Source: an optimization exercise on an open RTL-to-GDS flow (aim: small area). Production flows keep margins and buffers that such runs may drop.
Function was checked by simulation only, so behaviour that the tests miss may differ from the original.
Power is estimated from default activity; no workload was simulated.

## cpu
module cpu(input clk, reset, interrupt,
           input [7:0] datamem_data, usermem_data_in,
           output [7:0] datamem_address, usermem_address, usermem_data_out,
           output rw);
    localparam S0  = 4'b0000;   
    localparam S1S = 4'b0001;   
    localparam S1L = 4'b0100;   
    localparam S1U = 4'b0110;   
    localparam S3  = 4'b0010;   
    localparam S2J = 4'b1000;   
    localparam S2N = 4'b1010;   
    localparam S4  = 4'b1100;   
    localparam S5  = 4'b1110;   
    reg [7:0] pc, jaddr, sp, ua, udo, wbdata;
    reg [7:0] r0, r1, r2, r3;
    reg [3:0] st;
    reg [1:0] ins;
    reg rw_r, wbwrite;
    assign datamem_address = pc;
    assign usermem_address = ua;
    assign usermem_data_out = udo;
    assign rw = rw_r;
    wire [7:0] dd = datamem_data;
    wire [7:0] udi = usermem_data_in;
    wire s0  = ~|st;
    wire s1s = st[0];
    wire s1l = ~st[3] & st[2] & ~st[1];
    wire s1u = ~st[3] & st[2] & st[1];
    wire s1  = st[0] | (~st[3] & st[2]);
    wire s3  = ~st[3] & ~st[2] & st[1];
    wire s4  = st[3] & st[2] & ~st[1];
    wire s5  = st[3] & st[2] & st[1];
    wire jump = st[3] & ~st[1];
    wire [1:0] ra = s1s ? ins : dd[3:2];
    wire [1:0] rb = dd[1:0];
    reg [7:0] a, b;
    always @* begin
        case (ra)
            2'd0: a = r0;
            2'd1: a = r1;
            2'd2: a = r2;
            default: a = r3;
        endcase
        case (rb)
            2'd0: b = r0;
            2'd1: b = r1;
            2'd2: b = r2;
            default: b = r3;
        endcase
    end
    wire [3:0] op = dd[7:4];
    reg [3:0] tt;
    always @* begin
        case (op[2:0])
            3'd0: tt = 4'b1110;   
            3'd1: tt = 4'b1000;   
            3'd2: tt = 4'b0011;   
            3'd3: tt = 4'b0110;   
            3'd4: tt = op[3] ? 4'b1001 : 4'b0110;   
            3'd5: tt = 4'b1001;   
            3'd6: tt = 4'b1010;   
  ...
==> flow/config.mk <==
export PLATFORM = sky130hd
export DESIGN_NAME = cpu
export DESIGN_NICKNAME = cpu
export VERILOG_FILES = /design/flow/design.v
export SDC_FILE = /design/flow/constraint.sdc
export NUM_CORES = 4
export LEC_CHECK = 0
export ABC_AREA = 1
export CAP_MARGIN = 20
export CORE_MARGIN = 2
export CORE_UTILIZATION = 40
export CTS_BUF_LIST = sky130_fd_sc_hd__clkbuf_4 sky130_fd_sc_hd__clkbuf_8
export GPL_TIMING_DRIVEN = 0
export SLEW_MARGIN = 20
==> flow/constraint.sdc <==
create_clock -name core_clock -period 4.2 [get_ports {clk}]
set_input_delay 0.8400 -clock core_clock [delete_from_list [all_inputs] [get_ports {clk}]]
set_output_delay 0.8400 -clock core_clock [all_outputs]
set_load 0.01 [all_outputs]
standard.sh (not shown) runs the stock make flow with config.mk's settings and CLKGATE_MAP_FILE= SYNTH_SCRIPT=/design/flow/synth_recipe.tcl, a recipe that flattens the netlist after the stock synthesis.
==> flow/flow/run.sh <==
#!/bin/bash
# Own layout flow: the standard flow (standard.sh) with these changes:
#  - synthesis maps the combinational logic with an area-oriented ABC script
#    (flow/area.abc) instead of ORFS's; registers are mapped exactly as in the
#    standard synthesis (dfflibmap runs before ABC), so names and cells match;
#  - port buffers use the smallest buffer cell (every port still gets one);
#  - extra ORFS make variables, one NAME=value per line, from flow/make_vars.txt
#    (if present), e.g. the clock-tree options.
# Each tool's output stays in orfs/logs/ as ORFS writes it; make's own output
# goes to flow_make.log here.
set -euo pipefail
W=$PWD
F=$W/flow
sed "s|log_cmd abc {\*}\$abc_args|log_cmd abc -script $F/area.abc {*}[lrange \$abc_args 2 end]|" \
    "$FLOW_HOME/scripts/synth.tcl" > "$W/synth_area.tcl"
grep -q "area.abc" "$W/synth_area.tcl"
sed "s|\$::env(SCRIPTS_DIR)/synth.tcl|$W/synth_area.tcl|" "$W/synth_recipe.tcl" > "$W/synth_recipe_area.tcl"
grep -q "synth_area.tcl" "$W/synth_recipe_area.tcl"
EXTRA="'BUFFER_PORTS_ARGS=-buffer_cell sky130_fd_sc_hd__buf_1'"
if [[ -f "$F/make_vars.txt" ]]; then
    while IFS= read -r line; do
        [[ -n "$line" ]] && EXTRA="$EXTRA '$line'"
    done < "$F/make_vars.txt"
fi
sed "s|SYNTH_SCRIPT=[^ ]*|SYNTH_SCRIPT=$W/synth_recipe_area.tcl|; s|CLKGATE_MAP_FILE= |CLKGATE_MAP_FILE= $EXTRA |" \
    "$W/standard.sh" > "$W/own_standard.sh"
grep -q "synth_recipe_area.tcl" "$W/own_standard.sh"
bash "$W/own_standard.sh" > "$W/flow_make.log" 2>&1
==> flow/flow/area.abc <==
strash; dc2; dch -f; map -D 2800; topo; stime -c; buffer -c; upsize -c; dnsize -c
==> flow/flow/make_vars.txt <==
CTS_ARGS=-sink_clustering_enable -repair_clock_nets -dont_use_dummy_load -buf_list {sky130_fd_sc_hd__clkbuf_4 sky130_fd_sc_hd__clkbuf_8}
Change:
==> flow/flow/area.abc (replaced) <==
strash; dc2; dch -f; map -D 2400; topo; stime -c; buffer -c; upsize -c; dnsize -c
==> flow/flow/make_vars.txt (replaced) <==
CTS_ARGS=-sink_clustering_enable -repair_clock_nets -dont_use_dummy_load -sink_clustering_size 30 -buf_list {sky130_fd_sc_hd__clkbuf_4 sky130_fd_sc_hd__clkbuf_8}
The changed run completed without violations.
Final area came out lower by 1.8%.
Utilization came out lower by 0.63 points.
Combinational power came out lower by 7.2%.
Change:
==> flow/flow/run.sh (replaced) <==
#!/bin/bash
# Own layout flow: the standard flow (standard.sh) with two changes:
#  - synthesis maps the combinational logic with an area-oriented ABC script
#    (flow/area.abc) instead of ORFS's; registers are mapped exactly as in the
#    standard synthesis (dfflibmap runs before ABC), so names and cells match;
#  - port buffers use the smallest buffer cell (every port still gets one).
# Each tool's output stays in orfs/logs/ as ORFS writes it; make's own output
# goes to flow_make.log here.
set -euo pipefail
W=$PWD
F=$W/flow
sed "s|log_cmd abc {\*}\$abc_args|log_cmd abc -script $F/area.abc {*}[lrange \$abc_args 2 end]|" \
    "$FLOW_HOME/scripts/synth.tcl" > "$W/synth_area.tcl"
grep -q "area.abc" "$W/synth_area.tcl"
sed "s|\$::env(SCRIPTS_DIR)/synth.tcl|$W/synth_area.tcl|" "$W/synth_recipe.tcl" > "$W/synth_recipe_area.tcl"
grep -q "synth_area.tcl" "$W/synth_recipe_area.tcl"
sed "s|SYNTH_SCRIPT=[^ ]*|SYNTH_SCRIPT=$W/synth_recipe_area.tcl|; s|CLKGATE_MAP_FILE= |CLKGATE_MAP_FILE= 'BUFFER_PORTS_ARGS=-buffer_cell sky130_fd_sc_hd__buf_1' |" \
    "$W/standard.sh" > "$W/own_standard.sh"
grep -q "synth_recipe_area.tcl" "$W/own_standard.sh"
bash "$W/own_standard.sh" > "$W/flow_make.log" 2>&1
CORE_UTILIZATION = 65   (was 40)
removed: flow/flow/make_vars.txt
=> Register-to-register slack improved by 0.15 ns; final area hardly moves; die area went down by 37%.
Change:
CORE_UTILIZATION = 40   (was 65)
What happened:
- The new run finished clean
- cell area came out higher by about 1.5%
- combinational power fell by about 3%
- fmax decreases by about 0.9%
- utilization goes down by 28 points
- via count came out lower by 7.1%
- routed wire length shrinks by about 0.54%
- non-clock buffer count stays the same
- first-iteration DRC count came out lower by 58%
- clock power goes up by 10%
- count of clock-buffer cells in the layout grows by 1

## re-timing with driven ports
How much do the figures lean on ideal ports? The routed layouts below were timed once more, with nothing changed but the port constraints.
Step 1 sets driving cells, clkbuf_16 on the clock port and buf_2 on the other inputs (assumed; they add their load-dependent delay and slew).
Step 2, shift: input delay + t, output delay - t, t = (earliest + latest rising clock arrival at the registers) / 2. This alone moves slack from input paths to output paths.
a / b / c = no drivers / after step 1 / after step 2; a / b = the first two.
run	t, ns	setup slack, ns	latest minus earliest clock arrival (ns)
the first run	0.383	0.261 / 0.268 / -0.115	0.026 / 0.027
the second run	0.389	0.185 / 0.201 / -0.188	0.022 / 0.022
the third run	0.393	0.257 / 0.269 / -0.124	0.013 / 0.013
the fourth run	0.401	0.221 / 0.237 / -0.165	0.015 / 0.015
Met with ideal ports but missed after step 2: setup timing in every run listed. The setup slack of the fourth run, which loses most, moves by +0.016 ns with the drivers and by -0.386 ns with both steps.
